From an optimization exercise on the open Yosys and OpenROAD flow, aimed at small area, a short achievable clock period and few clock cycles; shortcuts taken in it are not production practice.
At most, simulation tests tie the RTL to the original design; equivalence was not proved.
Power is estimated from default activity; no workload was simulated.

// MFE
module MFE(clk, reset, ready, busy, iaddr, idata, data_rd, addr, data_wr, wen);
input              clk, reset;
input              ready;
output reg         busy;
output reg  [13:0] iaddr;
input       [ 7:0] idata;
input       [ 7:0] data_rd;
output reg  [13:0] addr;
output reg  [ 7:0] data_wr;
output reg         wen;
function gt8;
    input [7:0] a, b;
    reg g;
    integer i;
    begin
        g = 1'b0;
        for (i = 0; i < 8; i = i + 1)
            g = (a[i] & ~b[i]) | ((a[i] | ~b[i]) & g);
        gt8 = g;
    end
endfunction
reg        p_first, p_second, p_third;
reg  [1:0] pcnt;        
reg        zcol;        
wire [6:0] rrow = iaddr[13:7];
wire [6:0] rcol = iaddr[6:0];
wire       pix_ok = !((p_third && rrow == 7'd127) || (p_second && rrow == 7'd0));
reg  [7:0] r0;
reg  [7:0] q0, q1, q2;                 
wire       ce0 = gt8(q0, r0) | p_first;
wire       ce1 = gt8(q1, r0) | !p_third;
always @(posedge clk) begin
    r0 <= pix_ok ? idata : 8'd0;
    q0 <= ce0 ? r0 : q0;
    q1 <= ce0 ? q0 : (ce1 ? r0 : q1);
    q2 <= ce1 ? q1 : r0;
end
reg  [23:0] P, Q;
always @(posedge clk) begin
    Q <= P;
    P <= p_first ? {q2, q1, q0} : Q;
end
wire [7:0] ql = Q[ 7: 0];
wire [7:0] qm = Q[15: 8];
wire [7:0] qh = Q[23:16];
wire [7:0] vl = zcol ? 8'd0 : ql;
wire [7:0] vm = zcol ? 8'd0 : qm;
wire [7:0] vh = zcol ? 8'd0 : qh;
reg  [7:0] L, H, mn, mx;
wire gtL = gt8(ql, L) & ~zcol;
wire ltH = gt8(H, qh) | zcol;
wire gtm = gt8(qm, mn) & ~zcol;
wire ltx = gt8(mx, qm) | zcol;
always @(posedge clk) begin
    if (p_first | gtL) L <= vl;
  ...
Size: roughly 620 cells after synthesis, roughly 57 I/O pins, about 6700 um2 of cells after synthesis.
==> flow/config.mk <==
export PLATFORM = sky130hd
export DESIGN_NAME = MFE
export DESIGN_NICKNAME = MFE
export VERILOG_FILES = /design/flow/design.v
export SDC_FILE = /design/flow/constraint.sdc
export NUM_CORES = 4
export LEC_CHECK = 0
export ABC_CLOCK_PERIOD_IN_PS = 2500
export CAP_MARGIN = 20
export CORE_MARGIN = 2
export CORE_UTILIZATION = 40
export SETUP_SLACK_MARGIN = 4.5
export SLEW_MARGIN = 20
==> flow/constraint.sdc <==
create_clock -name core_clock -period 7.0 [get_ports {clk}]
set_input_delay 1.4000 -clock core_clock [delete_from_list [all_inputs] [get_ports {clk}]]
set_output_delay 1.4000 -clock core_clock [all_outputs]
set_load 0.01 [all_outputs]
run.sh (not shown) runs the stock make flow with config.mk's settings and CLKGATE_MAP_FILE= SYNTH_SCRIPT=/design/flow/synth_recipe.tcl, a recipe that flattens the netlist after the stock synthesis.
Rerun with:
ABC_CLOCK_PERIOD_IN_PS = unset   (was 2500)
Power stays the same.
Worst setup slack stays the same.
First-iteration DRC count does not change.
Worst hold slack does not change.
Cell count does not change.
Clock skew is unchanged.
No functional check of the RTL was part of any run of this note.

* * *

## rev 12
The RTL this note starts from:
==> flow/design.v <==
module MFE(clk, reset, ready, busy, iaddr, idata, data_rd, addr, data_wr, wen);
input              clk, reset;
input              ready;
output reg         busy;
output reg  [13:0] iaddr;
input       [ 7:0] idata;
input       [ 7:0] data_rd;
output reg  [13:0] addr;
output reg  [ 7:0] data_wr;
output reg         wen;
function gt8;
    input [7:0] a, b;
    reg [7:0] g1, e1;
    reg [3:0] g2, e2;
    reg [1:0] g3, e3;
    integer i;
    begin
        g1 = a & ~b;
        e1 = a | ~b;
        for (i = 0; i < 4; i = i + 1) begin
            g2[i] = g1[2*i+1] | (e1[2*i+1] & g1[2*i]);
            e2[i] = g1[2*i+1] | (e1[2*i+1] & e1[2*i]);
        end
        for (i = 0; i < 2; i = i + 1) begin
            g3[i] = g2[2*i+1] | (e2[2*i+1] & g2[2*i]);
            e3[i] = g2[2*i+1] | (e2[2*i+1] & e2[2*i]);
        end
        gt8 = g3[1] | (e3[1] & g3[0]);
    end
endfunction
reg        p_first, p_second, p_third;
reg  [1:0] pcnt;        
reg        zcol;        
wire [6:0] rrow = iaddr[13:7];
wire [6:0] rcol = iaddr[6:0];
wire       pix_ok = !((p_third && rrow == 7'd127) || (p_second && rrow == 7'd0));
reg  [7:0] r0;
reg  [7:0] q0, q1, q2;                 
wire       ce0 = gt8(q0, r0) | p_first;
wire       ce1 = gt8(q1, r0) | !p_third;
always @(posedge clk) begin
    r0 <= pix_ok ? idata : 8'd0;
    q0 <= ce0 ? r0 : q0;
    q1 <= ce0 ? q0 : (ce1 ? r0 : q1);
    q2 <= ce1 ? q1 : r0;
end
reg  [23:0] P, Q;
always @(posedge clk) begin
    Q <= P;
    P <= p_first ? {q2, q1, q0} : Q;
end
wire [7:0] ql = Q[ 7: 0];
wire [7:0] qm = Q[15: 8];
wire [7:0] qh = Q[23:16];
wire [7:0] vl = zcol ? 8'd0 : ql;
wire [7:0] vm = zcol ? 8'd0 : qm;
wire [7:0] vh = zcol ? 8'd0 : qh;
reg  [7:0] L, H, mn, mx;
wire gtL = gt8(ql, L) & ~zcol;
wire ltH = gt8(H, qh) | zcol;
wire gtm = gt8(qm, mn) & ~zcol;
wire ltx = gt8(mx, qm) | zcol;
always @(posedge clk) begin
    if (p_first | gtL) L <= vl;
    if (p_first | ltH) H <= vh;
    if (p_first) begin
        mn <= vm;
        mx <= vm;
    end else if (p_second) begin
        if (!gtm) mn <= vm;
        if (!ltx) mx <= vm;
    end else begin
        if (gtm) mn <= ltx ? vm : mx;
    end
end
wire f_ab = gt8(L, mn), f_ac = gt8(L, H), f_bc = gt8(mn, H);
wire [7:0] f_med = f_ab ? (f_bc ? mn : (f_ac ? H : L)) : (f_ac ? L : (f_bc ? H : mn));
always @(posedge clk) begin
    if (p_first) data_wr <= f_med;
end
always @(posedge clk or posedge reset) begin
    if (reset) begin
        busy     <= 1'b0;
        wen      <= 1'b0;
        p_first  <= 1'b0;
        p_second <= 1'b0;
        p_third  <= 1'b1;
        pcnt     <= 2'd0;
    end else begin
        wen <= busy && p_first && pcnt == 2'd3;
        if (!busy) begin
            pcnt <= 2'd0;
            if (ready) begin
                busy     <= 1'b1;
                p_first  <= 1'b1;
                p_third  <= 1'b0;
            end
        end else begin
            p_first  <= p_third;
            p_second <= p_first;
            p_third  <= p_second;
            if (p_first && pcnt != 2'd3) pcnt <= pcnt + 2'd1;
            if (wen && addr == 14'd16383) begin
                busy     <= 1'b0;
                p_first  <= 1'b0;
                p_second <= 1'b0;
                p_third  <= 1'b1;
            end
        end
    end
end
always @(posedge clk) begin
    zcol <= (p_second && rcol == 7'd1) || (p_third && rcol == 7'd2);
    if (!busy) begin
        iaddr <= ready ? 14'd16256 + 14'd128 : 14'd16256;
    end else begin
        iaddr <= iaddr + (p_second ? 14'd16129 : 14'd128);
    end
    addr <= iaddr - 14'd3;
end
endmodule
export LEC_CHECK = 0
export CAP_MARGIN = 20
export CORE_MARGIN = 2
export CORE_UTILIZATION = 40
export CTS_BUF_LIST = sky130_fd_sc_hd__clkbuf_4 sky130_fd_sc_hd__clkbuf_8
export SETUP_SLACK_MARGIN = 4.6
export SLEW_MARGIN = 20
create_clock -name core_clock -period 7.0 [get_ports {clk}]
standard.sh (not shown) runs the stock make flow with config.mk's settings and CLKGATE_MAP_FILE= SYNTH_SCRIPT=/design/flow/synth_recipe.tcl, a recipe that flattens the netlist after the stock synthesis.
==> flow/flow/run.sh <==
#!/bin/bash
# The standard layout (the standard.sh, all ORFS steps), with two changes:
#  - the ports get plain buf_2 buffers instead of the default delay-cell choice;
#  - clock tree synthesis uses no dummy loads.
set -euo pipefail
bash standard.sh \
  BUFFER_PORTS_ARGS="-buffer_cell sky130_fd_sc_hd__buf_2" \
  CTS_ARGS="-sink_clustering_enable -repair_clock_nets -dont_use_dummy_load -buf_list {sky130_fd_sc_hd__clkbuf_4 sky130_fd_sc_hd__clkbuf_8}" \
  finish > standard.log 2>&1
Rev 12 closes out successfully: all stages finished, all timing, DRC and antenna checks passed.
Testbench counts of rev 12, summed over its fixed seeds: cycles 393,296.
For rev 13, these inputs were changed with respect to rev 12:
Settings: a change of SETUP_SLACK_MARGIN from 4.6 to 4.5; a deleted CTS_BUF_LIST that had been sky130_fd_sc_hd__clkbuf_4 sky130_fd_sc_hd__clkbuf_8.
==> flow/run.sh (new file) <==
#!/bin/bash
# synth_recipe.tcl (not shown) runs the flow's synth.tcl, then flattens the netlist and writes it again
# the make line also repeats each setting of config.mk as NAME=value (left out here)
make -C /OpenROAD-flow-scripts/flow DESIGN_CONFIG=/design/flow/config.mk WORK_HOME=/design/flow/orfs CLKGATE_MAP_FILE= SYNTH_SCRIPT=/design/flow/synth_recipe.tcl finish
removed: flow/flow/run.sh
removed: flow/standard.sh
--- outcome ---
- Diff rev 12 -> rev 13 | non-clock buffer count | down by more than 10%
- Going from rev 12 to rev 13, core utilization +2.9 points; slack of the critical path went up; static leakage power picked up an extra about 5%.
- Rev 13: relative contribution of combinational cells to total power lower than rev 12
- Reported for rev 13 and rev 12, flip-flop and latch count turned out identical to the last digit.
- A worst setup path category of register to register is what rev 13 shows, while register to primary output belongs to rev 12.

* * *

Setup of job 102:
// MFE: RTL as listed in full above, without the edits since
Settings: LEC_CHECK=0, CAP_MARGIN=20, CORE_MARGIN=2, CORE_UTILIZATION=65, CTS_BUF_LIST=sky130_fd_sc_hd__clkbuf_4 sky130_fd_sc_hd__clkbuf_8, PLACE_DENSITY=0.75, SETUP_SLACK_MARGIN=4.5, SLEW_MARGIN=20; clock period 7.0 ns.
run.sh (not shown) runs the stock make flow with config.mk's settings and CLKGATE_MAP_FILE= SYNTH_SCRIPT=/design/flow/synth_recipe.tcl, a recipe that flattens the netlist after the stock synthesis.
Stock flow here: none of the scripts above is used.
Testbench counts of job 102, summed over its fixed seeds: cycles 393,296.
## Diff of input files: job 105 against job 102
- CORE_UTILIZATION: 65 -> 40
- PLACE_DENSITY: 0.75 -> unset
==> flow/flow/run.sh (new file) <==
#!/bin/bash
# The standard layout (the standard.sh, all ORFS steps), with two changes:
#  - the ports get plain buf_2 buffers instead of the default delay-cell choice;
#  - clock tree synthesis uses no dummy loads.
set -euo pipefail
bash standard.sh \
  BUFFER_PORTS_ARGS="-buffer_cell sky130_fd_sc_hd__buf_2" \
  CTS_ARGS="-sink_clustering_enable -repair_clock_nets -dont_use_dummy_load -buf_list {sky130_fd_sc_hd__clkbuf_4}" \
  finish > standard.log 2>&1
==> flow/standard.sh (new file) <==
#!/bin/bash
# synth_recipe.tcl (not shown) runs the flow's synth.tcl, then flattens the netlist and writes it again
# the make line also repeats each setting of config.mk as NAME=value (left out here)
make -C /OpenROAD-flow-scripts/flow DESIGN_CONFIG=/design/flow/config.mk WORK_HOME=/design/flow/orfs CLKGATE_MAP_FILE= SYNTH_SCRIPT=/design/flow/synth_recipe.tcl "${@:-finish}"
removed: flow/run.sh
--- outcome ---
- The final layout from job 105, which completed every stage, passed the timing, DRC and antenna checks at the end of the flow.
- Changes observed in job 105 relative to job 102: clock skew went up; leakage power lost 0.13 nW; minimum setup slack in the final design lower.
- Destination of the critical timing path = busy: job 105; destination of the critical timing path = data_wr[1]: job 102
- Compared job 105 vs job 102, and worst-margin pin slew is down in job 105.
- Between job 102 and job 105, the flow reports power density over the cells decreasing by a few percent.
- | power of the sequential group | job 105 vs job 102 | ≈ equal |
- Job 105 vs. job 102: switching power as a share of total power lost 0.70 points; cell area fell by 4.0%; final core utilization fell by 33 points.
- For register area, job 102 and job 105 come out practically identical.
- Compared with job 102, aggregate routed wire length in job 105 decreased by a few percent.

* * *

Setup of job 6554:
RTL: the design.v shown in full above, as it stands there.
clock: 7.0 ns
lec_check: 0
cap_margin: 20
core_margin: 2
core_utilization: 40
cts_buf_list: sky130_fd_sc_hd__clkbuf_4 sky130_fd_sc_hd__clkbuf_8
setup_slack_margin: 4.5
slew_margin: 20
standard.sh (not shown) runs the stock make flow with config.mk's settings and CLKGATE_MAP_FILE= SYNTH_SCRIPT=/design/flow/synth_recipe.tcl, a recipe that flattens the netlist after the stock synthesis.
==> flow/flow/run.sh <==
#!/bin/bash
# The standard layout (the standard.sh, all ORFS steps), with two changes:
#  - the ports get plain buf_2 buffers instead of the default delay-cell choice;
#  - clock tree synthesis uses no dummy loads.
set -euo pipefail
bash standard.sh \
  BUFFER_PORTS_ARGS="-buffer_cell sky130_fd_sc_hd__buf_2" \
  CTS_ARGS="-sink_clustering_enable -repair_clock_nets -dont_use_dummy_load -buf_list {sky130_fd_sc_hd__clkbuf_4 sky130_fd_sc_hd__clkbuf_8}" \
  finish > standard.log 2>&1
Job 6554 ended with every stage complete and zero timing, DRC or antenna violations.
Testbench counts of job 6554, summed over its fixed seeds: cycles 393,296.
Modified inputs, job 4033 compared to job 6554
-- flow/config.mk --
<<< job 6554, line 12
export SETUP_SLACK_MARGIN = 4.5
export SLEW_MARGIN = 20
>>> job 4033, line 12
export SETUP_SLACK_MARGIN = 4.5
export SLEW_MARGIN = 20
export TNS_END_PERCENT = 5
## What came out
Job 4033 vs. job 6554: count of non-CTS buffers in the layout saw an increase, sequential share of layout area saw little to no change, average routed wire per standard cell saw little to no change, gate count of the mapped netlist saw little to no change. Job 4033 -> job 6554: xor and xnor area share after synthesis delta 0, exact match. Taking job 6554 as the reference, in job 4033 maximum fanout along the worst path up 6; overall routed net length saw an increase. Taking job 6554 as the reference point, the post-route cell area of job 4033 falls by 40 µm². Setup slack in job 4033 is smaller than in job 6554.
## Diff of input files: job 9540 against job 4033
==> flow/run.sh (new file) <==
#!/bin/bash
# synth_recipe.tcl (not shown) runs the flow's synth.tcl, then flattens the netlist and writes it again
# the make line also repeats each setting of config.mk as NAME=value (left out here)
make -C /OpenROAD-flow-scripts/flow DESIGN_CONFIG=/design/flow/config.mk WORK_HOME=/design/flow/orfs CLKGATE_MAP_FILE= SYNTH_SCRIPT=/design/flow/synth_recipe.tcl finish
-- flow/config.mk --
<<< job 4033, line 12
export SETUP_SLACK_MARGIN = 4.5
export SLEW_MARGIN = 20
export TNS_END_PERCENT = 5
>>> job 9540, line 12
export SETUP_SLACK_MARGIN = 4.5
export SLEW_MARGIN = 20
removed: flow/flow/run.sh
removed: flow/standard.sh
Results
- Job 4033: PASS, flow complete, no timing, DRC or antenna violations
- Job 9540 reached the final stage; the timing, DRC and antenna checks on its layout passed.
- Comparing job 9540 with job 4033, the overall die area came out essentially unchanged.
- When the final numbers for job 4033 and job 9540 were put side by side, the sequential fraction of design power turned out to be smaller in job 9540.
- Re internal power of the cells: job 9540 is 17% up on job 4033.
- For the worst slack after detailed placement, job 9540 came in 0.085 ns lower than job 4033 did.
- Diff job 4033 and job 9540: aggregate global-route resource usage lower in job 4033
## Diff of input files: job 8587 against job 9540
==> flow/flow/run.sh (new file) <==
#!/bin/bash
# The standard layout (the standard.sh, all ORFS steps), with two changes:
#  - the ports get plain buf_2 buffers instead of the default delay-cell choice;
#  - clock tree synthesis uses no dummy loads.
set -euo pipefail
bash standard.sh \
  BUFFER_PORTS_ARGS="-buffer_cell sky130_fd_sc_hd__buf_2" \
  CTS_ARGS="-sink_clustering_enable -repair_clock_nets -dont_use_dummy_load -buf_list {sky130_fd_sc_hd__clkbuf_8} -sink_clustering_size 40 -sink_clustering_max_diameter 200" \
  finish > standard.log 2>&1
==> flow/standard.sh (new file) <==
#!/bin/bash
# synth_recipe.tcl (not shown) runs the flow's synth.tcl, then flattens the netlist and writes it again
# the make line also repeats each setting of config.mk as NAME=value (left out here)
make -C /OpenROAD-flow-scripts/flow DESIGN_CONFIG=/design/flow/config.mk WORK_HOME=/design/flow/orfs CLKGATE_MAP_FILE= SYNTH_SCRIPT=/design/flow/synth_recipe.tcl "${@:-finish}"
removed: flow/run.sh
--- outcome ---
Comparing job 8587 and job 9540, net switching power of the design is lower on job 8587.
Changes observed in job 8587 relative to job 9540: proportion of power drawn by flip-flops and latches higher, net switching fraction of the power has increased, total power moved down, cell area after layout moved down.
The following lists how job 5913 was set up differently from job 8587:
==> flow/flow/run.sh <==
#!/bin/bash
# The standard layout (the standard.sh, all ORFS steps), with two changes:
#  - the ports get plain buf_2 buffers instead of the default delay-cell choice;
#  - clock tree synthesis uses no dummy loads.
set -euo pipefail
bash standard.sh \
  BUFFER_PORTS_ARGS="-buffer_cell sky130_fd_sc_hd__buf_2" \
  CTS_ARGS="-sink_clustering_enable -repair_clock_nets -dont_use_dummy_load -buf_list {sky130_fd_sc_hd__clkbuf_4 sky130_fd_sc_hd__clkbuf_8}" \
  finish > standard.log 2>&1
-- flow/config.mk --
<<< job 8587, line 10
export CORE_UTILIZATION = 40
export CTS_BUF_LIST = sky130_fd_sc_hd__clkbuf_4 sky130_fd_sc_hd__clkbuf_8
export SETUP_SLACK_MARGIN = 4.5
export SLEW_MARGIN = 20
>>> job 5913, line 10
export CORE_UTILIZATION = 40
export CTS_BUF_LIST = sky130_fd_sc_hd__clkbuf_4 sky130_fd_sc_hd__clkbuf_8
export SETUP_SLACK_MARGIN = 4.4
export SLEW_MARGIN = 20
Results
- The post-route fraction of the period consumed by the critical path in job 5913 was higher than what job 8587 gave.
- On highest clock frequency the design can meet: between job 5913 and job 8587, it ends up lower for job 5913.
- Changes observed in job 5913 relative to job 8587: final wirelength went up by 1.2%, total area of sequential cells went down by 14 µm².
- Comparing job 5913 with job 8587, the clock power came out essentially unchanged.
- Sort job 5913 and job 8587 by shortest period the worst path allows, ascending, and job 8587 comes first.
- Of job 5913 and job 8587, the lower met2 wire length belongs to job 8587.
- Internal reg-to-reg setup slack: job 5913 vs job 8587 down 0.07 ns
- Job 5913 — power 1.3% lower, job 8587 as reference
- Going from job 8587 to job 5913, the portion of total power attributed to the clock network was found to have gone up by 0.2 points.
- Re count of mapped cells out of synthesis: no difference whatsoever between job 8587 and job 5913.

[static timing again, ports no longer ideal]
No port has a modelled driver above. Below, the same layouts with a new extraction and two added sets of constraints.
Step 1 sets driving cells, clkbuf_16 on the clock port and buf_2 on the other inputs (assumed; they add their load-dependent delay and slew).
Step 2 adds t to the input delays and takes it off the output delays; t is the mean of the earliest and latest rising clock arrival at the registers after step 1. Input paths then give back, and output paths get back, about the clock's delay inside the block.
Three values: ideal ports, drivers, drivers and shift; two values: the first two.
| run | t (ns) | slack for setup (ns) | latest minus earliest clock arrival (ns) | slew at the worst register clock pin (ns) | worst data-port slew with drivers (ns) |
|---|---|---|---|---|---|
| the first run of note 1 | 0.459 | 4.175 / 4.175 / 4.175 | 0.008 / 0.009 | 0.06 / 0.06 | 0.03 |
| the second run of note 1 | 0.459 | 4.175 / 4.175 / 4.175 | 0.008 / 0.009 | 0.06 / 0.06 | 0.03 |
| rev 12 | 0.469 | 4.506 / 4.468 / 4.550 | 0.032 / 0.032 | 0.08 / 0.08 | 0.03 |
| rev 13 | 0.458 | 4.534 / 4.493 / 4.386 | 0.015 / 0.015 | 0.06 / 0.06 | 0.03 |
| job 102 | 0.468 | 4.491 / 4.491 / 4.476 | 0.010 / 0.010 | 0.09 / 0.09 | 0.03 |
| job 105 | 0.571 | 4.401 / 4.364 / 4.530 | 0.032 / 0.032 | 0.12 / 0.12 | 0.03 |
| job 6554 | 0.473 | 4.523 / 4.486 / 4.545 | 0.020 / 0.020 | 0.08 / 0.08 | 0.03 |
| job 4033 | 0.471 | 4.467 / 4.430 / 4.493 | 0.018 / 0.018 | 0.08 / 0.08 | 0.03 |
| job 9540 | 0.487 | 4.525 / 4.485 / 4.421 | 0.010 / 0.010 | 0.09 / 0.09 | 0.03 |
| job 8587 | 0.473 | 4.523 / 4.486 / 4.545 | 0.020 / 0.020 | 0.08 / 0.08 | 0.03 |
| job 5913 | 0.478 | 4.479 / 4.462 / 4.479 | 0.027 / 0.026 | 0.08 / 0.08 | 0.03 |
After both steps setup and hold are still met in every run listed. For rev 13, which loses most, drivers alone change the setup slack by -0.041 ns; drivers and shift together by -0.148 ns.
